Context: an optimization exercise on an open-source flow, tuned for small area. The choices shown serve that exercise and are no tape-out recipe.
Function was checked by simulation only, so behaviour that the tests miss may differ from the original.
Power figures rest on the tool's default switching activity, not on a simulated workload.

<file path="flow/flow/run.sh">
#!/bin/bash
# Own layout flow: the standard ORFS flow (standard.sh) with three changes:
#  - ABC maps the logic with an area-oriented script (flow/abc_area.script);
#    synthesis is otherwise ORFS's (same registers, same yosys passes);
#  - ports get buf_1 buffers instead of the default clkdlybuf4s50_1;
#  - CTS is run without dummy loads.
# Each ORFS step writes its full log under orfs/logs/; make's own output goes to
# flow_make.log here.
set -euo pipefail
here=$(pwd)
rm -rf "$here/scripts_own"
cp -r "$FLOW_HOME/scripts" "$here/scripts_own"
cp "$here/flow/abc_area.script" "$here/scripts_own/abc_area.script"
export SCRIPTS_DIR="$here/scripts_own"
export BUFFER_PORTS_ARGS="-buffer_cell sky130_fd_sc_hd__buf_1"
export CTS_ARGS="-sink_clustering_enable -repair_clock_nets -sink_clustering_size 14 -sink_clustering_max_diameter 80 -dont_use_dummy_load -buf_list sky130_fd_sc_hd__clkbuf_8"
bash standard.sh > "$here/flow_make.log" 2>&1
</file>
<file path="flow/flow/abc_area.script">
strash
&get -n
&st
&syn2
&dch -f
&nf -R 1000 -p
&st
&syn2
&dch -f
&nf -R 1000 -p
&put
</file>
<file path="flow/standard.sh">
#!/bin/bash
# synth_recipe.tcl (not shown) runs the flow's synth.tcl, then flattens the netlist and writes it again
# the make line also repeats each setting of config.mk as NAME=value (left out here)
make -C /OpenROAD-flow-scripts/flow DESIGN_CONFIG=/design/flow/config.mk WORK_HOME=/design/flow/orfs CLKGATE_MAP_FILE= SYNTH_SCRIPT=/design/flow/synth_recipe.tcl "${@:-finish}"
</file>
<file path="flow/config.mk">
export PLATFORM = sky130hd
export DESIGN_NAME = riscv_core
export DESIGN_NICKNAME = riscv_core
export VERILOG_FILES = /design/flow/design.v
export SDC_FILE = /design/flow/constraint.sdc
export NUM_CORES = 8
export LEC_CHECK = 0
export ABC_AREA = 1
export CAP_MARGIN = 20
export CORE_MARGIN = 2
export CORE_UTILIZATION = 45
export CTS_BUF_LIST = sky130_fd_sc_hd__clkbuf_8
export CTS_CLUSTER_DIAMETER = 80
export CTS_CLUSTER_SIZE = 14
export PLACE_DENSITY = 0.6
export SLEW_MARGIN = 20
export SYNTH_HIERARCHICAL = 1
</file>
<file path="flow/constraint.sdc">
create_clock -name core_clock -period 14.0 [get_ports {clock}]
set_input_delay 2.8000 -clock core_clock [delete_from_list [all_inputs] [get_ports {clock}]]
set_output_delay 2.8000 -clock core_clock [all_outputs]
set_load 0.01 [all_outputs]
</file>
<file path="flow/design.v">
module riscv_core (
	input         clock,
	input         reset,
	output [31:0] PC_out,
	input  [31:0] instr_in,
	output        instr_en,
	output [31:0] data_addr,
	output        ren,
	output        wen,
	output [31:0] data_out,
	input  [31:0] data_in,
	output [3:0]  byte_select,
	input         memReady,
	input         software_interrupt,
	input         timer_interrupt,
	input         external_interrupt
);
localparam OP_R     = 7'b0110011;
localparam OP_I     = 7'b0010011;
localparam OP_L     = 7'b0000011;
localparam OP_ENV   = 7'b1110011;
localparam OP_JALR  = 7'b1100111;
localparam OP_S     = 7'b0100011;
localparam OP_B     = 7'b1100011;
localparam OP_J     = 7'b1101111;
localparam OP_LUI   = 7'b0110111;
localparam OP_AUIPC = 7'b0010111;
reg  [31:0] PC, PC_IF2, delayed_instr, IFID_PC, IFID_instr;
reg         bubble_ifid_delayed, keepDelayInstr;
reg  [31:0] IDEX_instr, IDEX_PC;
reg  [31:0] EXMEM_ALUOut, EXMEM_X;
reg  [4:0]  EXMEM_rd;
reg  [2:0]  EXMEM_funct3;
reg  [11:0] EXMEM_csr_addr;
reg         EXMEM_cond, EXMEM_Branch, EXMEM_JumpJALR, EXMEM_MemWrite, EXMEM_MemToReg,
            EXMEM_RegWrite, EXMEM_csr, EXMEM_csr_wa;
reg  [31:0] MEMWB_R, MEMWB_Y;
reg  [4:0]  MEMWB_rd;
reg  [11:0] MEMWB_csr_addr;
reg         MEMWB_RegWrite, MEMWB_csr, MEMWB_csr_wa;
reg  [31:0] newmepc;
reg         mepc_state;
reg  [31:0] mie, mscratch, mepc, mcause, mtval, trap_vector, csr_rd;
reg  [31:2] mtvec;
reg         int_taken, trap_in_ID, flushPipeline;
reg  [2:0]  enableInterrupts;
reg  [3:0]  pipeline_flush_count;
wire [6:0]  opcode   = IFID_instr[6:0];
wire [2:0]  funct3   = IFID_instr[14:12];
wire [4:0]  instr_rs1 = IFID_instr[19:15];
wire [4:0]  instr_rs2 = IFID_instr[24:20];
wire [11:0] csr_addr = IFID_instr[31:20];
wire        Jump     = (opcode == OP_J);
wire        MemRead  = (opcode == OP_L);
wire [31:0] imm_j    = {{12{IFID_instr[31]}}, IFID_instr[19:12], IFID_instr[20], IFID_instr[30:21], 1'b0};
wire [31:0] JumpAddress = IFID_PC + imm_j;
wire [6:0]  e_op   = IDEX_instr[6:0];
wire [2:0]  e_f3   = IDEX_instr[14:12];
wire [6:0]  e_f7   = IDEX_instr[31:25];
wire [4:0]  e_rs1  = IDEX_instr[19:15];
wire [4:0]  e_rs2  = IDEX_instr[24:20];
wire [4:0]  e_rd   = IDEX_instr[11:7];
wire [11:0] e_csr  = IDEX_instr[31:20];
wire e_R = (e_op == OP_R), e_I = (e_op == OP_I), e_L = (e_op == OP_L), e_ENV = (e_op == OP_ENV),
     e_JALR = (e_op == OP_JALR), e_S = (e_op == OP_S), e_B = (e_op == OP_B), e_J = (e_op == OP_J),
     e_LUI = (e_op == OP_LUI), e_AUIPC = (e_op == OP_AUIPC);
wire e_Rdec = ~(e_I | e_L | e_ENV | e_JALR | e_S | e_B | e_J | e_LUI | e_AUIPC);
wire e_RegWrite = e_R | e_I | e_L | e_ENV | e_JALR | e_J | e_LUI | e_AUIPC;
wire e_ALUSrc   = e_I | e_L | e_S | e_LUI | e_AUIPC | e_JALR;
wire e_inA_is_PC = e_JALR | e_J | e_AUIPC;
wire e_csr_wa   = e_ENV & ((e_f3[1:0] == 2'b01) | (e_f3[1] & (e_rs1 != 5'd0)));
reg  [31:0] e_imm;
always @(*) begin
	case (e_op)
		OP_I, OP_L, OP_JALR: e_imm = {{20{IDEX_instr[31]}}, IDEX_instr[31:20]};
		OP_S:                e_imm = {{20{IDEX_instr[31]}}, IDEX_instr[31:25], IDEX_instr[11:7]};
		OP_B:                e_imm = {{20{IDEX_instr[31]}}, IDEX_instr[7], IDEX_instr[30:25], IDEX_instr[11:8], 1'b0};
		OP_LUI, OP_AUIPC:    e_imm = {IDEX_instr[31:12], 12'b0};
		default:             e_imm = 32'b0;    
	endcase
end
wire IDEX_Jump = e_J, IDEX_JumpJALR = e_JALR, IDEX_Branch = e_B;
wire IDEX_MemRead = e_L, IDEX_MemWrite = e_S;
wire syscall = ~IDEX_Jump & ~IDEX_JumpJALR & (opcode == OP_ENV) & (funct3 == 3'b000);
wire branch_taken;
wire PCSrc = EXMEM_JumpJALR | branch_taken;
reg bubble_ifid, bubble_idex, bubble_exmem, write_ifid, write_idex, write_exmem, write_memwb,
    write_pc, instr_en_r, trap_waiting;
always @(*) begin
	bubble_ifid  = 1'b0;
	bubble_idex  = 1'b0;
	bubble_exmem = 1'b0;
	write_pc     = 1'b1;
	write_ifid   = 1'b1;
	write_idex   = 1'b1;
	write_exmem  = 1'b1;
	write_memwb  = 1'b1;
	trap_waiting = syscall;
	instr_en_r   = 1'b1;
	if (memReady == 1'b0) begin
		write_memwb  = 1'b0;
		write_exmem  = 1'b0;
		write_idex   = 1'b0;
		write_ifid   = 1'b0;
		write_pc     = 1'b0;
		trap_waiting = 1'b0;
	end
	else if ((IDEX_Branch | EXMEM_Branch) && syscall) begin
		bubble_idex  = 1'b1;
		write_ifid   = 1'b0;
		trap_waiting = 1'b0;
	end
	else if ((MemRead && IDEX_MemWrite) ||
	         (IDEX_MemRead && ((e_rd == instr_rs1) || (e_rd == instr_rs2)))) begin
		bubble_idex  = 1'b1;
		write_ifid   = 1'b0;
		write_pc     = 1'b0;
		instr_en_r   = 1'b0;
		trap_waiting = 1'b0;
	end
	else if (Jump || trap_in_ID) begin
		bubble_ifid  = 1'b1;
	end
	if (int_taken) begin
		bubble_ifid  = 1'b1;
		bubble_idex  = 1'b1;
		bubble_exmem = 1'b1;
		write_pc     = 1'b1;
	end
	else if (PCSrc) begin
		bubble_ifid  = 1'b1;
		bubble_idex  = 1'b1;
		bubble_exmem = 1'b1;
		write_pc     = 1'b1;
		instr_en_r   = 1'b0;
	end
	if (flushPipeline)
		bubble_ifid  = 1'b1;
end
assign instr_en = instr_en_r;
reg [31:0] PC_new;
always @(*) begin
	if (int_taken || trap_in_ID)
		PC_new = trap_vector;
	else if (PCSrc)
		PC_new = EXMEM_X;
	else if (Jump)
		PC_new = JumpAddress;
	else
		PC_new = PC + (flushPipeline ? 32'd0 : 32'd4);
end
always @(posedge clock or negedge reset) begin
	if (!reset)
		PC <= 32'b0;
	else if (write_pc)
		PC <= PC_new;
end
assign PC_out = PC;
always @(posedge clock or negedge reset) begin
	if (!reset) begin
		PC_IF2 <= 32'b0;
		bubble_ifid_delayed <= 1'b0;
		delayed_instr <= 32'b0;
		keepDelayInstr <= 1'b0;
	end
	else begin
		if (write_ifid) begin
			PC_IF2 <= bubble_ifid ? 32'hffffffff : PC;
			bubble_ifid_delayed <= bubble_ifid;
			delayed_instr <= 32'b0;
			keepDelayInstr <= 1'b0;
		end
		else begin
			if (bubble_ifid || bubble_ifid_delayed)
				PC_IF2 <= 32'hffffffff;
			if (!keepDelayInstr) begin
				keepDelayInstr <= 1'b1;
				delayed_instr <= PCSrc ? 32'hffffffff : instr_in;
			end
		end
	end
end
wire [31:0] IF2_instr = (delayed_instr == 32'b0) ? instr_in :
                        (bubble_ifid_delayed ? 32'b0 : delayed_instr);
always @(posedge clock or negedge reset) begin
	if (!reset)
		IFID_instr <= 32'b0;
	else if (bubble_ifid_delayed || bubble_ifid)
		IFID_instr <= 32'b0;
	else if (write_ifid)
		IFID_instr <= IF2_instr;
end
always @(posedge clock) begin
	if (bubble_ifid_delayed || bubble_ifid)
		IFID_PC <= 32'hffffffff;
	else if (write_ifid)
		IFID_PC <= PC_IF2;
end
always @(posedge clock or negedge reset) begin
	if (!reset)
		IDEX_instr <= 32'b0;
	else if (bubble_idex)
		IDEX_instr <= 32'b0;
	else if (write_idex)
		IDEX_instr <= IFID_instr;
end
always @(posedge clock)
	if (write_idex)
		IDEX_PC <= IFID_PC;
reg  [31:0] rf [1:31];
reg  [31:1] rf_valid;
wire [31:0] wRegData;
wire        rf_we = MEMWB_RegWrite && (MEMWB_rd != 5'd0);
integer k;
always @(posedge clock) begin
	for (k = 1; k < 32; k = k + 1)
		if (rf_we && MEMWB_rd == k)
			rf[k] <= wRegData;
end
always @(posedge clock or negedge reset) begin
	if (!reset)
		rf_valid <= 31'b0;
	else begin
		for (k = 1; k < 32; k = k + 1)
			if (rf_we && MEMWB_rd == k)
				rf_valid[k] <= 1'b1;
	end
end
wire [31:0] ohA = 32'b1 << e_rs1, ohB = 32'b1 << e_rs2;
wire [31:0] WB_csr_data = write_memwb ? MEMWB_R : 32'b0;
assign wRegData = MEMWB_csr ? MEMWB_Y : MEMWB_R;
localparam A_ADD = 4'd0, A_SUB = 4'd1, A_XOR = 4'd2, A_OR = 4'd3, A_AND = 4'd4, A_SLL = 4'd5,
           A_SRL = 4'd6, A_SRA = 4'd7, A_SLT = 4'd8, A_SLTU = 4'd9, A_SUBU = 4'd10,
           A_LUI = 4'd11, A_AUIPC = 4'd12, A_CLEAR = 4'd14;
reg [3:0] ALUOp;
reg       csr_imm;
always @(*) begin
	csr_imm = 1'b0;
	ALUOp = A_ADD;
	if (e_Rdec || e_I) begin
		case (e_f3)
			3'b000: ALUOp = (!e_I && e_f7 != 7'b0) ? A_SUB : A_ADD;
			3'b100: ALUOp = A_XOR;
			3'b110: ALUOp = A_OR;
			3'b111: ALUOp = A_AND;
			3'b001: ALUOp = A_SLL;
			3'b101: ALUOp = (e_f7 == 7'b0) ? A_SRL : A_SRA;
			3'b010: ALUOp = A_SLT;
			3'b011: ALUOp = A_SLTU;
		endcase
	end
	else if (e_B)
		ALUOp = e_f3[2:1] == 2'b11 ? A_SUBU : A_SUB;
	else if (e_LUI)
		ALUOp = A_LUI;
	else if (e_AUIPC)
		ALUOp = A_AUIPC;
	else if (e_ENV) begin
		csr_imm = e_f3[2] & (e_f3[1:0] != 2'b00);
		case (e_f3[1:0])
			2'b10: ALUOp = A_OR;
			2'b11: ALUOp = A_CLEAR;
			default: ALUOp = A_ADD;
		endcase
	end
end
wire [31:0] IDEX_instr_n = bubble_idex ? 32'b0 : (write_idex ? IFID_instr : IDEX_instr);
wire        EXMEM_RegWrite_n = bubble_exmem ? 1'b0 : (write_exmem ? e_RegWrite : EXMEM_RegWrite);
wire [4:0]  EXMEM_rd_n = write_exmem ? e_rd : EXMEM_rd;
wire [11:0] EXMEM_csr_addr_n = bubble_exmem ? 12'b0 : (write_exmem ? e_csr : EXMEM_csr_addr);
wire        MEMWB_RegWrite_n = write_memwb ? EXMEM_RegWrite : MEMWB_RegWrite;
wire [4:0]  MEMWB_rd_n = write_memwb ? EXMEM_rd : MEMWB_rd;
wire [11:0] MEMWB_csr_addr_n = write_memwb ? EXMEM_csr_addr : MEMWB_csr_addr;
wire        MEMWB_csr_n = write_memwb ? EXMEM_csr : MEMWB_csr;
wire [10:0] gates_n;
fwdctl fwdctl(.instr(IDEX_instr_n), .ex_rw(EXMEM_RegWrite_n), .ex_rd(EXMEM_rd_n), .ex_csr(EXMEM_csr_addr_n),
	.wb_rw(MEMWB_RegWrite_n), .wb_rd(MEMWB_rd_n), .wb_csr(MEMWB_csr_addr_n), .wb_iscsr(MEMWB_csr_n),
	.gates(gates_n));
reg  [10:0] gates;
always @(posedge clock or negedge reset) begin
	if (!reset)
		gates <= 11'b00000100001;    
	else
		gates <= gates_n;
end
wire a_rf = gates[0], a_ex = gates[1], a_wbR = gates[2], a_wbY = gates[3], a_imm = gates[4], a_pc = gates[10];
wire b_rf = gates[5], b_ex = gates[6], b_wbR = gates[7], b_wbY = gates[8], b_csr = gates[9];
wire [34:0] selA, selB;
assign selA[30:0] = {31{a_rf}} & ohA[31:1] & rf_valid;
assign selA[31] = a_ex;
assign selA[32] = a_wbR;
assign selA[33] = a_wbY;
assign selA[34] = a_pc;
assign selB[30:0] = {31{b_rf}} & ohB[31:1] & rf_valid;
assign selB[31] = b_ex;
assign selB[32] = b_wbR;
assign selB[33] = b_wbY;
assign selB[34] = b_csr;
wire [32*35-1:0] srcA, srcB;
genvar gk;
generate for (gk = 1; gk < 32; gk = gk + 1) begin : SRC
	assign srcA[(gk-1)*32 +: 32] = rf[gk];
	assign srcB[(gk-1)*32 +: 32] = rf[gk];
end endgenerate
assign srcA[31*32 +: 32] = EXMEM_ALUOut;  assign srcB[31*32 +: 32] = EXMEM_ALUOut;
assign srcA[32*32 +: 32] = MEMWB_R;       assign srcB[32*32 +: 32] = MEMWB_R;
assign srcA[33*32 +: 32] = MEMWB_Y;       assign srcB[33*32 +: 32] = MEMWB_Y;
assign srcA[34*32 +: 32] = IDEX_PC;         assign srcB[34*32 +: 32] = csr_rd;
wire [31:0] muxA, muxB;
aomux #(35) opA(.sel(selA), .d(srcA), .y(muxA));
aomux #(35) opB(.sel(selB), .d(srcB), .y(muxB));
wire [31:0] bypassOutA = muxA | {23'b0, a_rf & ohA[2] & ~rf_valid[2], 3'b0, {5{a_imm}} & e_rs1};
wire [31:0] bypassOutB = muxB | {23'b0, b_rf & ohB[2] & ~rf_valid[2], 8'b0};
wire [31:0] ALUInA = bypassOutA;
wire [31:0] ALUInB = e_J ? 32'd4 : (e_ALUSrc ? e_imm : bypassOutB);
wire [31:0] BranchALUOut = IDEX_PC + (e_JALR ? 32'd4 : e_imm);
wire        is_sub = (ALUOp == A_SUB) | (ALUOp == A_SUBU) | (ALUOp == A_SLT) | (ALUOp == A_SLTU);
wire [32:0] sum33  = {1'b0, ALUInA} + {1'b0, ALUInB ^ {32{is_sub}}} + {32'b0, is_sub};
wire [31:0] sum    = sum33[31:0];
wire        ltu    = ~sum33[32];
wire        lts    = (ALUInA[31] ^ ALUInB[31]) ? ALUInA[31] : sum[31];
wire        sh_left = (ALUOp == A_SLL);
wire [31:0] sh_in;
wire [31:0] sh_r;
wire [31:0] sh_out;
genvar gi;
generate for (gi = 0; gi < 32; gi = gi + 1) begin : REV
	assign sh_in[gi]  = sh_left ? ALUInA[31-gi] : ALUInA[gi];
	assign sh_out[gi] = sh_left ? sh_r[31-gi] : sh_r[gi];
end endgenerate
wire signed [32:0] sh_ext = {(ALUOp == A_SRA) & ALUInA[31], sh_in};
wire [32:0] sh_full = sh_ext >>> ALUInB[4:0];
assign sh_r = sh_full[31:0];
reg  [31:0] ALUOut;
always @(*) begin
	case (ALUOp)
		A_SUBU:  ALUOut = {ltu, sum[31:1]};
		A_XOR:   ALUOut = ALUInA ^ ALUInB;
		A_OR:    ALUOut = ALUInA | ALUInB;
		A_AND:   ALUOut = ALUInA & ALUInB;
		A_CLEAR: ALUOut = {31'b0, (ALUInA == 32'b0) & ALUInB[0]};
		A_SLL, A_SRL, A_SRA: ALUOut = sh_out;
		A_SLT:   ALUOut = {31'b0, lts};
		A_SLTU:  ALUOut = {31'b0, ltu};
		A_LUI:   ALUOut = ALUInB;
		default: ALUOut = sum;    
	endcase
end
reg cond;
always @(*) begin
	case (e_f3)
		3'b000: cond = (sum == 32'b0);
		3'b001: cond = (sum != 32'b0);
		3'b100: cond = sum[31];
		3'b101: cond = ~sum[31];
		3'b110: cond = ltu;
		3'b111: cond = ~ltu;
		default: cond = 1'b0;
	endcase
end
always @(posedge clock or negedge reset) begin
	if (!reset) begin
		EXMEM_ALUOut   <= 32'b0;
		EXMEM_JumpJALR <= 1'b0;
		EXMEM_Branch   <= 1'b0;
		EXMEM_MemWrite <= 1'b0;
		EXMEM_MemToReg <= 1'b0;
		EXMEM_RegWrite <= 1'b0;
		EXMEM_csr_addr <= 12'b0;
		EXMEM_csr_wa   <= 1'b0;
	end
	else if (bubble_exmem) begin
		EXMEM_ALUOut   <= 32'b0;
		EXMEM_JumpJALR <= 1'b0;
		EXMEM_Branch   <= 1'b0;
		EXMEM_MemWrite <= 1'b0;
		EXMEM_MemToReg <= 1'b0;
		EXMEM_RegWrite <= 1'b0;
		EXMEM_csr_addr <= 12'b0;
		EXMEM_csr_wa   <= 1'b0;
	end
	else if (write_exmem) begin
		EXMEM_ALUOut   <= e_JALR ? BranchALUOut : ALUOut;
		EXMEM_JumpJALR <= e_JALR;
		EXMEM_Branch   <= e_B;
		EXMEM_MemWrite <= e_S;
		EXMEM_MemToReg <= e_L;
		EXMEM_RegWrite <= e_RegWrite;
		EXMEM_csr_addr <= e_csr;
		EXMEM_csr_wa   <= e_csr_wa;
	end
end
always @(posedge clock) begin
	if (write_exmem) begin
		EXMEM_X      <= e_B ? BranchALUOut : e_JALR ? ALUOut : (e_ENV ? csr_rd : bypassOutB);
		EXMEM_rd     <= e_rd;
		EXMEM_funct3 <= e_f3;
		EXMEM_cond   <= cond;
		EXMEM_csr    <= e_ENV;
	end
end
assign ren = IDEX_MemRead & ~branch_taken;
assign wen = EXMEM_MemWrite;
assign data_addr = ren ? sum : EXMEM_ALUOut;
wire [1:0] offset = EXMEM_ALUOut[1:0];
assign byte_select = (EXMEM_funct3 == 3'b000) ? (4'b0001 << offset) :
                     (EXMEM_funct3 == 3'b001) ? (offset[1] ? 4'b1100 : 4'b0011) : 4'b1111;
assign data_out = (EXMEM_funct3 == 3'b000) ? {4{EXMEM_X[7:0]}} :
                  (EXMEM_funct3 == 3'b001) ? (offset[0] ? 32'b0 : {2{EXMEM_X[15:0]}}) : EXMEM_X;
assign branch_taken = EXMEM_Branch & EXMEM_cond;
wire [7:0]  byte_sel = data_in[8*offset +: 8];
wire [15:0] half     = offset[1] ? data_in[31:16] : data_in[15:0];
reg  [31:0] MemOut;
always @(*) begin
	case (EXMEM_funct3)
		3'b000:  MemOut = {{24{byte_sel[7]}}, byte_sel};
		3'b001:  MemOut = {{16{half[15]}}, half};
		3'b100:  MemOut = {24'b0, byte_sel};
		3'b101:  MemOut = {16'b0, half};
		default: MemOut = data_in;
	endcase
end
always @(posedge clock or negedge reset) begin
	if (!reset) begin
		MEMWB_R        <= 32'b0;
		MEMWB_RegWrite <= 1'b0;
		MEMWB_csr_addr <= 12'b0;
		MEMWB_csr_wa   <= 1'b0;
	end
	else if (write_memwb) begin
		MEMWB_R        <= EXMEM_MemToReg ? MemOut : EXMEM_ALUOut;
		MEMWB_RegWrite <= EXMEM_RegWrite;
		MEMWB_csr_addr <= EXMEM_csr_addr;
		MEMWB_csr_wa   <= EXMEM_csr_wa;
	end
end
always @(posedge clock) begin
	if (write_memwb) begin
		MEMWB_Y   <= EXMEM_X;
		MEMWB_rd  <= EXMEM_rd;
		MEMWB_csr <= EXMEM_csr;
	end
end
wire mj      = branch_taken | Jump | EXMEM_JumpJALR;
wire m_start = ~mepc_state & flushPipeline;
wire m_new   = mj & (m_start | mepc_state);
wire m_ifid  = m_start & ~mj & ~write_pc & (IFID_PC != 32'hffffffff);
wire m_if2   = m_start & ~mj & ~(~write_pc & (IFID_PC != 32'hffffffff)) & (PC_IF2 != 32'hffffffff);
wire m_pc    = m_start & ~mj & ~(~write_pc & (IFID_PC != 32'hffffffff)) & (PC_IF2 == 32'hffffffff);
wire [31:0] newmepc_d;
aomux #(4) newmepc_mux(.sel({m_pc, m_if2, m_ifid, m_new}), .d({PC, PC_IF2, IFID_PC, PC_new}), .y(newmepc_d));
always @(posedge clock or negedge reset) begin
	if (!reset) begin
		newmepc    <= 32'b0;
		mepc_state <= 1'b0;
	end
	else begin
		if (m_new | m_start)
			newmepc <= newmepc_d;
		if (m_start)
			mepc_state <= 1'b1;
		else if (mepc_state && !flushPipeline)
			mepc_state <= 1'b0;
	end
end
wire [31:0] mip = {20'b0, external_interrupt, 3'b0, timer_interrupt, 3'b0, software_interrupt, 3'b0};
wire        csr_we = MEMWB_csr_wa;
wire [31:0] csr_wd = WB_csr_data;
reg         mst_v, mie_v, mtvec_v, mscratch_v, mepc_v, mcause_v, mtval_v;
reg  [31:0] mst_o;
reg         mst3, mst7;
wire [31:0] mstatus  = {mst_o[31:8] & {24{mst_v}}, mst7, mst_o[6:4] & {3{mst_v}}, mst3, mst_o[2:0] & {3{mst_v}}};
wire [31:0] mie_r    = mie & {32{mie_v}};
wire [31:0] mtvec_full = {mtvec & {30{mtvec_v}}, 2'b00};
wire [31:0] mscratch_r = mscratch & {32{mscratch_v}};
wire [31:0] mepc_r   = mepc & {32{mepc_v}};
wire [31:0] mcause_r = mcause & {32{mcause_v}};
wire [31:0] mtval_r  = mtval & {32{mtval_v}};
wire we300 = csr_we && MEMWB_csr_addr == 12'h300;
wire we304 = csr_we && MEMWB_csr_addr == 12'h304;
wire we305 = csr_we && MEMWB_csr_addr == 12'h305;
wire we340 = csr_we && MEMWB_csr_addr == 12'h340;
wire we341 = csr_we && MEMWB_csr_addr == 12'h341;
wire we342 = csr_we && MEMWB_csr_addr == 12'h342;
wire we343 = csr_we && MEMWB_csr_addr == 12'h343;
wire flush_done = flushPipeline && pipeline_flush_count == 4'd13;
wire trap_slot  = !flushPipeline && write_pc;
wire ecall_t    = trap_slot && trap_waiting && csr_addr == 12'h000;
wire ebreak_t   = trap_slot && trap_waiting && csr_addr == 12'h001;
wire mret_t     = trap_slot && trap_waiting && csr_addr == 12'h302;
wire irq_ok     = trap_slot && !trap_waiting && mstatus[3];
wire ext_t      = irq_ok && external_interrupt && mie_r[11];
wire tim_t      = irq_ok && !ext_t && timer_interrupt && mie_r[7];
wire sw_t       = irq_ok && !ext_t && !tim_t && software_interrupt && mie_r[3];
wire irq_t      = ext_t | tim_t | sw_t;
wire mepc_from_trap = flush_done | ecall_t | ebreak_t;
wire cause_t    = ecall_t | ebreak_t | irq_t;
wire [31:0] cause_val = {1'b1, 27'b0, (ecall_t | ext_t) ? 4'd11 : tim_t ? 4'd7 : 4'd3};
always @(posedge clock) begin
	if (we300) mst_o <= csr_wd;
	if (we304) mie <= csr_wd;
	if (we305) mtvec <= csr_wd[31:2];
	if (we340) mscratch <= csr_wd;
	if (we343) mtval <= csr_wd;
	if (mepc_from_trap) mepc <= newmepc; else if (we341) mepc <= csr_wd;
	if (cause_t) mcause <= cause_val; else if (we342) mcause <= csr_wd;
end
always @(posedge clock or negedge reset) begin
	if (!reset) begin
		mst_v <= 1'b0; mie_v <= 1'b0; mtvec_v <= 1'b0; mscratch_v <= 1'b0;
		mepc_v <= 1'b0; mcause_v <= 1'b0; mtval_v <= 1'b0;
	end
	else begin
		if (we300) mst_v <= 1'b1;
		if (we304) mie_v <= 1'b1;
		if (we305) mtvec_v <= 1'b1;
		if (we340) mscratch_v <= 1'b1;
		if (we341 | mepc_from_trap) mepc_v <= 1'b1;
		if (we342 | cause_t) mcause_v <= 1'b1;
		if (we343) mtval_v <= 1'b1;
	end
end
wire c_wd  = (csr_addr == MEMWB_csr_addr);
wire c_rd  = ~c_wd & write_pc;
wire [8:0] c_sel = {9{c_rd}} & {csr_addr == 12'h344, csr_addr == 12'h343 && mtval_v, csr_addr == 12'h342 && mcause_v,
	csr_addr == 12'h341 && mepc_v, csr_addr == 12'h340 && mscratch_v, csr_addr == 12'h305 && mtvec_v,
	csr_addr == 12'h304 && mie_v, csr_addr == 12'h301, csr_addr == 12'h300};
wire [31:0] mst_full = {mst_o[31:8], mst7, mst_o[6:4], mst3, mst_o[2:0]};
wire [31:0] csr_rd_mux;
aomux #(8) csr_rd_sel(.sel({c_sel[7:2], c_sel[0] & mst_v, c_wd}),
	.d({mtval, mcause, mepc, mscratch, {mtvec, 2'b00}, mie, mst_full, csr_wd}), .y(csr_rd_mux));
wire [31:0] csr_rd_d = csr_rd_mux | {1'b0, c_sel[1], 13'b0, 5'b0, c_sel[8] & external_interrupt, 2'b0,
	c_sel[1], c_sel[8] & timer_interrupt | (c_sel[0] & ~mst_v & mst7), 3'b0,
	c_sel[8] & software_interrupt | (c_sel[0] & ~mst_v & mst3), 3'b0};
always @(posedge clock)
	if (c_wd | write_pc)
		csr_rd <= csr_rd_d;
always @(posedge clock or negedge reset) begin
	if (!reset) begin
		mst3 <= 1'b0;
		mst7 <= 1'b0;
		int_taken <= 1'b0;
		enableInterrupts <= 3'b111;
		flushPipeline <= 1'b0;
		pipeline_flush_count <= 4'd13;
		trap_in_ID <= 1'b0;
	end
	else begin
		if (we300) begin
			mst3 <= csr_wd[3];
			mst7 <= csr_wd[7];
		end
		if (enableInterrupts <= 3'b110) begin
			enableInterrupts <= enableInterrupts + 3'd1;
			if (enableInterrupts == 3'b110)
				mst3 <= mst7;
		end
		if (flushPipeline) begin
			if (write_pc)
				pipeline_flush_count <= pipeline_flush_count + 4'd1;
			if (pipeline_flush_count == 4'd13) begin
				flushPipeline <= 1'b0;
				int_taken <= 1'b1;
			end
		end
		else if (write_pc) begin
			int_taken <= 1'b0;
			trap_in_ID <= 1'b0;
			if (trap_waiting) begin
				if (csr_addr == 12'h000 || csr_addr == 12'h001) begin
					trap_in_ID <= 1'b1;
					mst7 <= mst3;
					mst3 <= 1'b0;
				end
				else if (csr_addr == 12'h302) begin
					trap_in_ID <= 1'b1;
					enableInterrupts <= 3'b000;
				end
			end
			else if (irq_t) begin
				mst7 <= mst3;
				mst3 <= 1'b0;
				flushPipeline <= 1'b1;
				pipeline_flush_count <= 4'd0;
			end
		end
	end
end
always @(posedge clock) begin
	if (ecall_t | ebreak_t | irq_t)
		trap_vector <= mtvec_full;
	else if (mret_t)
		trap_vector <= mepc_r;
end
endmodule
module aomux #(parameter N = 2) (input [N-1:0] sel, input [32*N-1:0] d, output reg [31:0] y);
integer i;
always @(*) begin
	y = 32'b0;
	for (i = 0; i < N; i = i + 1)
		y = y | ({32{sel[i]}} & d[32*i +: 32]);
end
endmodule
module fwdctl(input [31:0] instr, input ex_rw, input [4:0] ex_rd, input [11:0] ex_csr,
	input wb_rw, input [4:0] wb_rd, input [11:0] wb_csr, input wb_iscsr, output [10:0] gates);
wire [4:0]  rs1 = instr[19:15], rs2 = instr[24:20];
wire [11:0] csr = instr[31:20];
wire [2:0]  f3  = instr[14:12];
wire env = (instr[6:0] == 7'b1110011);
wire imm = env & f3[2] & (f3[1:0] != 2'b00);
wire fA_ex = ex_rw && (ex_rd != 5'd0) && (ex_rd == rs1);
wire fA_wb = wb_rw && (wb_rd != 5'd0) && (wb_rd == rs1);
wire fB_ex = ex_rw && (env ? ((ex_rd != 5'd0) && (ex_csr == csr)) : (ex_rd == rs2));
wire fB_wb = wb_rw && (env ? ((wb_rd != 5'd0) && (wb_csr == csr)) : (wb_rd == rs2));
wire wbR = env | ~wb_iscsr;
wire wbY = ~env & wb_iscsr;
wire pc = (instr[6:0] == 7'b1101111) | (instr[6:0] == 7'b0010111);
assign gates[0] = ~pc & ~imm & ~fA_ex & ~fA_wb;
assign gates[1] = ~pc & ~imm & fA_ex;
assign gates[2] = ~pc & ~imm & ~fA_ex & fA_wb & wbR;
assign gates[3] = ~pc & ~imm & ~fA_ex & fA_wb & wbY;
assign gates[4] = imm;
assign gates[10] = pc;
assign gates[5] = ~fB_ex & ~fB_wb & ~env;
assign gates[6] = fB_ex;
assign gates[7] = ~fB_ex & fB_wb & wbR;
assign gates[8] = ~fB_ex & fB_wb & wbY;
assign gates[9] = ~fB_ex & ~fB_wb & env;
endmodule
</file>
==> results.py, run 1 <==
metrics = {
    "setup_path": {
        "worstPathMaxFanout": 14,
        "critPathSlowestCell": "nand2_1",
        "crit_top_cell": "nand2_1",
        "slowest_delay_ns": 0.72,
        "start_kind": "flip-flop",
        "critPathLaunch": "IDEX_instr[20]",
        "criticalPathCategory": "flip-flop to output pin",
        "worst_ep_arrival_time_ns": 9.99,
        "worstPathRequired_ns": 11.20,
        "crit_path_end_kind": "output pin",
        "regToRegStartpoint": "IDEX_instr[20]",
    },
    "floorplan": {
        "start_util_pct": 45.3,
        "coreArea_um2": 185000,
        "fp.dieArea_um2": 190000,
        "pin_count": 173,
        "num_rows": 158,
        "dieHeight_um": 436,
        "die_w_um": 436,
    },
    "detailed_routing": {
        "wl_per_cell_um": 46.5,
        "detail-route-antenna-nets": 0,
        "drtIter0Drc": 17213,
        "drt_first_pass_iters": 14,
        "drc_errors": 0,
        "vias": 76281,
        "vias_per_cell": 7.67,
        "routed_wl_um": 463000,
    },
    "finish": {
        "final_area_um2": 92800,
        "drive_above_1_share_pct": 8.28,
        "nets": 7682,
        "syn_to_final_growth_pct": 10.5,
        "fill_cells": 16674,
    },
    "cts": {
        "cts.clk_slew.worst_paths_ns": 0.09,
        "clock_latency_ns": 1.01,
        "cts_resized": 0,
        "root_buffer": "clkbuf_8",
        "htree_levels": 4,
        "clk_path_buf_depth": 3,
        "cts_tree": "done",
        "clock_sinks": 1772,
        "postCtsSetupBuffers": 0,
        "cts-buffers-inserted": 150,
        "holdBufCountCts": 0,
    },
    "run": {
        "cap_violations": 0,
    },
    "synth": {
        "netlist_instances": 6829,
        "ys_ff_latch": 1772,
        "ys_types": 68,
        "synth_top_area_share_pct": 48.1,
        "yosys.area.top_type": "edfxtp_1",
        "synth_area_um2": 84100,
        "synth-warning-count": 11,
        "yosysSeqAreaShare_pct": 60.3,
        "synth-edff-count": 1347,
        "synth.avg_cell_area_um2": 12.3,
        "synthFlopType": "edfxtp_1",
        "async_flop_share_pct": 19.9,
        "synthTopCellsByArea": "edfxtp_1, dfrtp_1, a22oi_1, a222oi_1, a221oi_1",
    },
    "global_route": {
        "antenna_found_initial": 46,
        "overflow": 0,
        "grt_pass1_wl_um": 617000,
        "grt_max_degree": 130,
        "grt_pass1_vias": 69944,
        "track_usage_pct": 47.5,
    },
    "placement": {
        "port_buffers": 172,
        "gp_congestion": 1.04,
        "placed_area_um2": 90600,
        "dp_hpwl_um": 315000,
    },
    "timing": {
        "finalCritPeriodShare_pct": 91.3,
        "min_period_ns": 12.79,
        "hold_viol": 0,
        "setup_violations": 0,
        "worst_pin_slew_ns": 1.35,
        "drv_slew": 0,
        "final.setup.tns_ns": 0,
        "fmax_mhz": 78.2,
        "slew_headroom_pct": 10.1,
        "finClkSkew_ns": 0.110,
        "rsz0062_at_grt": "false",
    },
    "power": {
        "p_leak_uw": 0.0325,
        "power-per-cell-area_nw_per_um2": 174,
        "peakVddDrop_mv": 0.125,
    },
    "hold_path": {
        "worstHoldStart": "mscratch_v",
        "hold_path.class": "flip-flop to flip-flop",
    },
    "outcome": {
        "status": "complete, no violations",
    },
}
[stage by stage]
step | cells | util [%] | worst slack (ns) | hold WS [ns] | total power [µW]
floorplan | 6830 | - | 1.06 | 0.435 | 9670
global placement | 9767 | 48.9 | 2.36 | 0.453 | 13100
detailed placement | 9768 | 48.9 | 2.57 | 0.459 | 13100
CTS | 9918 | 50.0 | 1.46 | 0.479 | 15700
global route | 9927 | 50.0 | 0.900 | 0.500 | 16400
finish | 9947 | 50.1 | 1.21 | 0.477 | 16200
[state kept, by name, summed over array words and instances, names as in the netlist, 32 cells and up]
name and count:
EXMEM_ALUOut 32, EXMEM_X 32, IDEX_PC 32, IDEX_instr 32, IFID_PC 32, IFID_instr 32, MEMWB_R 32, MEMWB_Y 32
PC 32, PC_IF2 32, csr_rd 32, delayed_instr 32, mcause 32, mepc 32, mie 32, mscratch 32
mtval 32, newmepc 32, rf 992, trap_vector 32
[synthesized netlist by cell type (166+ instances only)]
cell type,count
edfxtp_1,1347
nand2_1,567
a21oi_1,471
nor2_1,449
a22oi_1,421
o21ai_0,375
dfrtp_1,344
a221oi_1,278
a222oi_1,275
nand4_1,267
a22o_1,257
clkinv_1,166
[area by class of cell]
type / instances / area, µm² / share of cell area, %
sequential: 1772 / 50700 / 54.6
multi-input combinational: 4889 / 33400 / 35.9
tap: 2480 / 3100 / 3.34
timing repair buffer: 465 / 2890 / 3.11
clock buffer: 150 / 2060 / 2.22
inverter: 166 / 623 / 0.671
antenna: 25 / 62.6 / 0.0674
[cells in the final DEF (no fill, tap or decap), types with 257 or more instances in the layout]
master / Yosys / final
o21ai_0: 375 / 351
a22oi_1: 421 / 421
dfrtp_1: 344 / 344
nand2_1: 567 / 566
nand4_1: 267 / 267
a22o_1: 257 / 257
nor2_1: 449 / 407
a221oi_1: 278 / 278
edfxtp_1: 1347 / 1347
buf_4: 3 / 286
a222oi_1: 275 / 275
a21oi_1: 471 / 464
[modules after synthesis, one instance, submodules excluded, excerpt]
module,times used,flip-flops and latches
fwdctl,1,0
riscv_core,1,1772
[per-layer routing]
layer	track usage, %	share of wire [%]
met3	17.3	15
met1	62.3	36
met2	64.3	40
met4	34.5	9.2
met5	0	0.034
[where the power goes]
part | leakage (µW) | internal [µW] | switching [µW]
Sequential | 0.0173 | 6320 | 904
Clock | 0.00108 | 958 | 1770
Combinational | 0.0141 | 1650 | 4550
[worst paths after layout]
path	slack, ns	to	cells after the start
min	0.48	mscratch_v	1
min in group asynchronous	1.97	delayed_instr[30]	1
min reg2reg	0.48	mscratch_v	1
max	1.21	data_addr[30]	32
max reg2reg	3.61	EXMEM_cond	36
max in group asynchronous	9.86	MEMWB_R[3]	3
[cells by family (layout without fill, tap and decap cells)]
family,Yosys count,count (layout),share of synthesized area (%)
AO/OA/AOI/OAI,2429,2429,20.9
XOR/XNOR,208,208,2.17
adder cells (fa/ha/maj),168,168,2.53
buffers and inverters,169,781,0.768
flip-flops,1772,1772,60.3
multiplexers,194,194,2.50
other,1,27,0.00446
AND/OR/NAND/NOR,1888,1888,10.7
[worst max-delay path, delay by kind of cell, from the launching register on]
kind            cells  cell delay (ns)
compound gates     10             2.60
mux                 2             0.56
simple gates       16             3.94
flops               1             0.50
fa+ha+maj           1             0.49
xor+xnor            1             0.39
buf+inv             2             0.43
==> run 2: changes to the inputs <==
--- a/flow/config.mk
+++ b/flow/config.mk
@@ -14,2 +14,3 @@
 export CTS_CLUSTER_SIZE = 14
+export GPL_ROUTABILITY_DRIVEN = 0
 export PLACE_DENSITY = 0.6
==> run 2 against run 1 <==
  * Sequential power rose by 2%
  * Critical path depth fell by 1
  * Total power fell by 2.7%
  * Routed wire length decreased by 4.3%
  * Utilization is 0.13 points lower
  * Register-to-register slack worse by 0.07 ns
  * Hold slack worse by 0.00079 ns
  * Clock-buffer cell count decreased by 2
  * First-iteration DRC count grew 22%
==> results.py, run 2 <==
metrics = {
    "outcome": {
        "status": "complete, no violations",
    },
    "floorplan": {
        "die_w_um": 436,
        "num_rows": 158,
        "fp.dieArea_um2": 190000,
        "pin_count": 173,
        "coreArea_um2": 185000,
        "dieHeight_um": 436,
        "start_util_pct": 45.3,
    },
    "global_route": {
        "grt_pass1_wl_um": 597000,
        "antenna_found_initial": 58,
        "grt_pass1_vias": 70629,
        "track_usage_pct": 45.6,
        "overflow": 0,
        "grt_max_degree": 155,
    },
    "synth": {
        "synth-warning-count": 11,
        "synth_top_area_share_pct": 48.1,
        "synthFlopType": "edfxtp_1",
        "netlist_instances": 6829,
        "ys_types": 68,
        "synthTopCellsByArea": "edfxtp_1, dfrtp_1, a22oi_1, a222oi_1, a221oi_1",
        "synth-edff-count": 1347,
        "yosys.area.top_type": "edfxtp_1",
        "yosysSeqAreaShare_pct": 60.3,
        "synth_commonest_cells": "edfxtp_1, nand2_1, a21oi_1, nor2_1, a22oi_1",
        "synth_area_um2": 84100,
        "ys_ff_latch": 1772,
        "async_flop_share_pct": 19.9,
        "yosysMostFrequentCell": "edfxtp_1",
        "synth.avg_cell_area_um2": 12.3,
    },
    "detailed_routing": {
        "drc_errors": 0,
        "drtIter0Drc": 20954,
        "vias_per_cell": 7.84,
        "drt_first_pass_iters": 30,
        "detail-route-antenna-nets": 0,
        "wl_per_cell_um": 44.7,
        "routed_wl_um": 443000,
        "vias": 77815,
    },
    "timing": {
        "rsz0062_at_grt": "false",
        "finClkSkew_ns": 0.118,
        "min_period_ns": 13.15,
        "finalCritPeriodShare_pct": 93.9,
        "final.setup.tns_ns": 0,
        "hold_viol": 0,
        "fmax_mhz": 76.1,
        "hold_ws_ns": 0.476,
        "postLayoutSetupSlackWorst_ns": 0.852,
        "drv_slew": 0,
        "worst_pin_slew_ns": 1.35,
        "setup_violations": 0,
        "slew_headroom_pct": 10.3,
    },
    "cts": {
        "root_buffer": "clkbuf_8",
        "cts-buffers-inserted": 148,
        "postCtsSetupBuffers": 0,
        "clock_sinks": 1772,
        "clock_latency_ns": 1.10,
        "cts_resized": 0,
        "cts_tree": "done",
        "holdBufCountCts": 0,
        "cts.clk_slew.worst_paths_ns": 0.10,
        "htree_levels": 4,
        "clk_path_buf_depth": 3,
    },
    "setup_path": {
        "crit_top_cell": "nand2_1",
        "start_kind": "flip-flop",
        "slowest_delay_ns": 0.89,
        "criticalPathCategory": "flip-flop to output pin",
        "worstPathMaxFanout": 41,
        "critPathSlowestCell": "and3_2",
        "worst_ep_arrival_time_ns": 10.35,
        "worstPathRequired_ns": 11.20,
        "path_delay_family": "simple AND/OR/NAND/NOR gates",
        "crit_path_end_kind": "output pin",
        "crit_buf_inv": 3,
    },
    "finish": {
        "nets": 7641,
        "final_area_um2": 92600,
        "top_register": "rf",
        "largest_reg_flops": 992,
        "fill_cells": 16561,
        "drive_above_1_share_pct": 7.81,
        "final_util_pct": 49.9,
        "syn_to_final_growth_pct": 10.2,
        "final_cell_mix": "edfxtp_1, nand2_1, a21oi_1",
        "seq_area_um2": 50700,
        "final_common_cell": "edfxtp_1",
        "multiInputGateArea_um2": 33400,
    },
    "power": {
        "power-per-cell-area_nw_per_um2": 170,
        "p_leak_uw": 0.0323,
        "peakVddDrop_mv": 0.134,
    },
    "run": {
        "cap_violations": 0,
    },
    "hold_path": {
        "hold_path.class": "flip-flop to flip-flop",
    },
    "placement": {
        "dp_hpwl_um": 286000,
        "placed_area_um2": 90300,
        "port_buffers": 172,
        "place_ws_ns": 2.64,
    },
}
[run 2: cell counts after synthesis]
No cell type changed its count.
[run 2: cell families after synthesis]
kind of cell / after synthesis / synth area share (%)
XOR/XNOR: 208 / 2.17
flip-flops: 1772 / 60.3
multiplexers: 194 / 2.50
buffers and inverters: 169 / 0.768
AO/OA/AOI/OAI: 2429 / 20.9
AND/OR/NAND/NOR: 1888 / 10.7
other: 1 / 0.00446
adder cells (fa/ha/maj): 168 / 2.53
[run 2: per-stage QoR]
| stage | std cells | total power, µW |
|---|---|---|
| global placement | 9724 | 12400 |
| detailed placement | 9725 | 12400 |
| floorplan | 6830 | 9670 |
| CTS | 9873 | 15000 |
| finish | 9920 | 15700 |
| global route | 9884 | 15900 |
[run 2: modules after synthesis (local to each module, per instance), excerpt]
module	times used	flip-flops and latches	cell area, µm²
riscv_core	1	1772	71300
fwdctl	1	0	674
[run 2: final timing paths]
check                                from             to  slack [ns]  depth (start not counted)
setup reg to reg           IDEX_instr[22]     EXMEM_cond        3.54                         37
max in group asynchronous           reset   rf_valid[16]        9.99                          3
min in group asynchronous           reset          mst_v        1.87                          1
hold reg to reg              EXMEM_csr_wa   MEMWB_csr_wa        0.48                          1
hold / removal               EXMEM_csr_wa   MEMWB_csr_wa        0.48                          1
setup / recovery           IDEX_instr[22]  data_addr[22]        0.85                         31
[run 2: routing by layer]
layer | vias up | global-route usage (%) | share of wire (%)
met3 | 2515 | 25.8 | 19
li1 | 29312 | - | -
met1 | 37345 | 54.9 | 33
met5 | - | 2.85 | 0.20
met2 | 8585 | 58.0 | 37
met4 | 58 | 37.5 | 11
[run 2: where the power goes]
group | internal [µW] | leakage [µW] | switching [µW]
Sequential | 6320 | 0.0173 | 1020
Clock | 945 | 0.00106 | 1770
Combinational | 1540 | 0.0139 | 4130
[run 2: area by class of cell]
class                           instances  share of cell area (%)
Antenna cell                           39                   0.105
Clock buffer                          148                    2.20
Inverter                              166                   0.673
Multi-Input combinational cell       4889                    36.1
Sequential cell                      1772                    54.8
Tap cell                             2480                    3.35
Timing Repair Buffer                  426                    2.83
==> run 3: changes to the inputs <==
==> flow/run.sh (new file) <==
#!/bin/bash
# synth_recipe.tcl (not shown) runs the flow's synth.tcl, then flattens the netlist and writes it again
# the make line also repeats each setting of config.mk as NAME=value (left out here)
make -C /OpenROAD-flow-scripts/flow DESIGN_CONFIG=/design/flow/config.mk WORK_HOME=/design/flow/orfs CLKGATE_MAP_FILE= SYNTH_SCRIPT=/design/flow/synth_recipe.tcl finish
--- a/flow/config.mk
+++ b/flow/config.mk
@@ -7,3 +7,2 @@
 export LEC_CHECK = 0
-export ABC_AREA = 1
 export CAP_MARGIN = 20
@@ -11,6 +10,4 @@
 export CORE_UTILIZATION = 45
-export CTS_BUF_LIST = sky130_fd_sc_hd__clkbuf_8
-export CTS_CLUSTER_DIAMETER = 80
-export CTS_CLUSTER_SIZE = 14
-export GPL_ROUTABILITY_DRIVEN = 0
+export CTS_CLUSTER_DIAMETER = 110
+export CTS_CLUSTER_SIZE = 25
 export PLACE_DENSITY = 0.6
removed: flow/flow/run.sh
removed: flow/flow/abc_area.script
removed: flow/standard.sh
==> run 3 against run 2 <==
  * Register-to-register slack improved by 0.56 ns
  * Synthesized cell count increased by 13%
  * Sequential power up about 10%
  * Non-clock buffer count increased by 19
  * Clock power increased by about 10%
  * Die area grew 7.8%
  * Maximum frequency grew 5.0%
  * Via count up 3.5%
  * Largest cell class unchanged
  * Design area increased by 5.6%
  * Clock skew down 0.078 ns
  * Still clean on timing, DRC and antenna
  * Critical path type unchanged
==> results.py, run 3 <==
metrics = {
    "synth": {
        "synth_top_area_share_pct": 44.6,
        "ys_types": 106,
        "netlist_instances": 7746,
        "synth-edff-count": 1347,
        "ys_ff_latch": 1772,
        "synthTopCellsByArea": "edfxtp_1, dfrtp_1, a22oi_1, a22o_1, a221oi_1",
        "synthMuxAreaShare_pct": 3.90,
        "synth-simple-area-share_pct": 11.1,
        "synth_commonest_cells": "edfxtp_1, nand2_1, a22oi_1, nor2_1, a21oi_1",
        "yosysMostFrequentCell": "edfxtp_1",
        "yosys.area_share.adder_pct": 2.34,
        "synth-warning-count": 11,
        "synth.avg_cell_area_um2": 11.7,
        "synth_area_um2": 90700,
        "yosys.area.top_type": "edfxtp_1",
        "synth_top_family_by_area": "compound AO/OA/AOI/OAI gates",
        "synth-xor-area-share_pct": 2.03,
        "synthFlopType": "edfxtp_1",
        "synth-compound-area-share_pct": 20.8,
        "async_flop_share_pct": 19.9,
        "yosysSeqAreaShare_pct": 55.9,
    },
    "detailed_routing": {
        "met1Wirelength_um": 165000,
        "met2_length_um": 187000,
        "routed_wl_um": 480000,
        "drt_first_pass_iters": 15,
        "vias_per_cell": 7.69,
        "wl_per_cell_um": 45.8,
        "drtIter0Drc": 16722,
        "vias": 80554,
        "detail-route-antenna-nets": 0,
        "drc_errors": 0,
        "topRoutingLayerUsed": "met5",
        "wl_met3_um": 75100,
    },
    "cts": {
        "htree_levels": 3,
        "clk_path_buf_depth": 3,
        "clock_latency_ns": 0.83,
        "cts_resized": 0,
        "holdBufCountCts": 0,
        "postCtsSetupBuffers": 0,
        "root_buffer": "clkbuf_16",
        "cts.clk_slew.worst_paths_ns": 0.10,
        "cts_tree": "done",
        "cts-buffers-inserted": 84,
        "clock_sinks": 1772,
    },
    "power": {
        "p_int_uw": 11300,
        "power-per-cell-area_nw_per_um2": 234,
        "p_total_uw": 22900,
        "seq_power_share_pct": 35.3,
        "p_sw_uw": 11600,
        "peakVddDrop_mv": 0.285,
        "comb_power_share_pct": 51.7,
        "p_leak_uw": 0.0354,
        "p_sw_share_pct": 50.6,
        "power_frac_clock_pct": 13.0,
    },
    "finish": {
        "final_common_cell": "edfxtp_1",
        "final_cell_mix": "edfxtp_1, nand2_1, a22oi_1",
        "drive_above_1_share_pct": 10.5,
        "syn_to_final_growth_pct": 7.86,
        "largest_reg_flops": 992,
        "nets": 7956,
        "top_register": "rf",
    },
    "timing": {
        "min_period_ns": 12.53,
        "final.setup.tns_ns": 0,
        "worst_pin_slew_ns": 1.36,
        "finClkSkew_ns": 0.0401,
        "setup_violations": 0,
        "slew_headroom_pct": 9.03,
        "fmax_mhz": 79.8,
        "drv_slew": 0,
        "hold_viol": 0,
        "finalCritPeriodShare_pct": 89.5,
        "rsz0062_at_grt": "false",
    },
    "setup_path": {
        "crit_chain": "nor3_1, and3_2, buf_4, a222oi_1, nand4_1, or3_1, o21ai_1, nand2_1, buf_4, inv_2, xnor2_1, ha_1, a211oi_1, o21ai_1, a2111o_1, a21oi_1, o211ai_1, a21oi_1, nor2_1, nor4b_1, nand2_1, nand2_1, clkdlybuf4s50_1",
        "worst_ep_arrival_time_ns": 9.73,
        "worstPathMaxFanout": 30,
        "worstPathRequired_ns": 11.20,
        "critPathSlowestCell": "nor4b_1",
        "start_kind": "flip-flop",
        "crit_path_end_kind": "output pin",
        "crit_top_cell": "nand2_1",
        "criticalPathCategory": "flip-flop to output pin",
        "slowest_delay_ns": 0.85,
    },
    "placement": {
        "port_buffers": 172,
        "dp_hpwl_um": 321000,
        "gp_congestion": 1.09,
    },
    "floorplan": {
        "start_util_pct": 45.3,
        "dieHeight_um": 453,
        "num_rows": 164,
        "pin_count": 173,
        "coreArea_um2": 200000,
        "die_w_um": 453,
        "fp.dieArea_um2": 205000,
    },
    "global_route": {
        "grt_pass1_vias": 73366,
        "grt_max_degree": 101,
        "grt_pass1_wl_um": 634000,
        "track_usage_pct": 45.3,
        "antenna_found_initial": 67,
        "overflow": 0,
    },
    "outcome": {
        "status": "complete, no violations",
    },
    "hold_path": {
        "hold_path.class": "flip-flop to flip-flop",
    },
    "run": {
        "cap_violations": 0,
    },
}
==> run 3: cell types whose count changed in the layout (fill, tap and decap cells not counted), sizes merged, moves of 133 or more <==
cell,previous run,this run
inv,2,135
buf,424,272
clkinv,164,7
clkdlybuf4s50,0,170
a22oi,421,595
a222oi,275,65
==> run 3: critical path: cells and delay by family (launching register included) <==
family                   cells  cell delay, ns
AND/OR/NAND/NOR              9            2.93
AO/OA/AOI/OAI                8            2.80
buffers and inverters        4            1.81
flip-flops                   1            0.81
adder cells (fa/ha/maj)      1            0.39
XOR/XNOR                     1            0.14
==> run 3: worst paths after layout <==
check / startpoint / endpoint / slack [ns] / cells after the start
worst max-delay path: IDEX_instr[21] / data_addr[30] / 1.47 / 23
worst min-delay path: mcause[25] / mcause[25] / 0.46 / 2
worst max register to register: IDEX_instr[21] / EXMEM_X[31] / 4.10 / 25
worst min register to register: mcause[25] / mcause[25] / 0.46 / 2
max in group asynchronous: reset / EXMEM_ALUOut[5] / 9.68 / 3
min in group asynchronous: reset / PC_IF2[7] / 1.99 / 1
==> run 3: logic make-up after synthesis <==
| family | count (synthesis) |
|---|---|
| XOR/XNOR | 210 |
| adder cells (fa/ha/maj) | 168 |
| AND/OR/NAND/NOR | 2066 |
| AO/OA/AOI/OAI | 2510 |
| other | 1 |
| multiplexers | 329 |
| buffers and inverters | 690 |
| flip-flops | 1772 |
==> run 3: layer usage <==
| metal | vias up | global-route usage [%] |
|---|---|---|
| met2 | 7745 | 60.9 |
| met3 | 2104 | 20.2 |
| li1 | 30700 | - |
| met5 | - | 0 |
| met1 | 39951 | 55.4 |
| met4 | 54 | 37.4 |
==> run 3: Yosys stat by module (local to each module, per instance), a selection <==
module / cells / cell area [µm²] / flops+latches / copies in the design
fwdctl: 102 / 737 / 0 / 1
riscv_core: 5798 / 75400 / 1772 / 1
==> run 3: layout make-up <==
type | instances | area (µm²)
Antenna cell | 52 | 130
Tap cell | 2656 | 3320
Fill cell | 17998 | 102000
Clock buffer | 120 | 2260
Timing Repair Buffer | 445 | 3780
Sequential cell | 1772 | 50700
Multi-Input combinational cell | 5285 | 36900
Inverter | 130 | 490
Clock inverter | 12 | 181
==> run 3: metrics by stage <==
stage | instances | hold slack (ns) | instance area, µm² | util (%) | setup slack (ns)
final | 10472 | 0.459 | 97800 | 48.9 | 1.47
after global routing | 10422 | 0.478 | 97700 | 48.8 | 1.16
after CTS | 10417 | 0.462 | 97700 | 48.8 | 1.92
after detailed placement | 10285 | 0.449 | 95200 | 47.6 | 2.85
after global placement | 10284 | 0.442 | 95200 | 47.6 | 2.84
after floorplan | 7747 | 0.430 | 90700 | - | 5.13
==> run 3: power by group through the flow <==
stage	Clock, µW	Combinational [µW]	Sequential (µW)
after CTS	2960	11100	7920
after global routing	3110	12000	8040
after detailed placement	0	11000	8040
after global placement	0	11000	8030
final	2980	11800	8090
after floorplan	0	6310	7180

-- static timing again, ports no longer ideal --
The results above use ideal ports. As a check the final layouts listed here were re-extracted and re-timed, cells and wires unchanged. Step 1 sets driving cells, clkbuf_16 on the clock port and buf_2 on the other inputs (assumed; they add their load-dependent delay and slew). Step 2 adds t to the input delays and takes it off the output delays; t is the mean of the earliest and latest rising clock arrival at the registers after step 1. Input paths then give back, and output paths get back, about the clock's delay inside the block. a / b / c = ideal ports / drivers / drivers and shift; a / b = the first two.
run	t (ns)	setup WS [ns]	pins driven straight from the clock port
run 1	1.045	1.213 / 1.125 / 2.170	1
run 2	1.124	0.852 / 0.767 / 1.891	1
run 3	0.916	1.474 / 1.366 / 2.283	1
After both steps setup and hold are still met in every run listed.
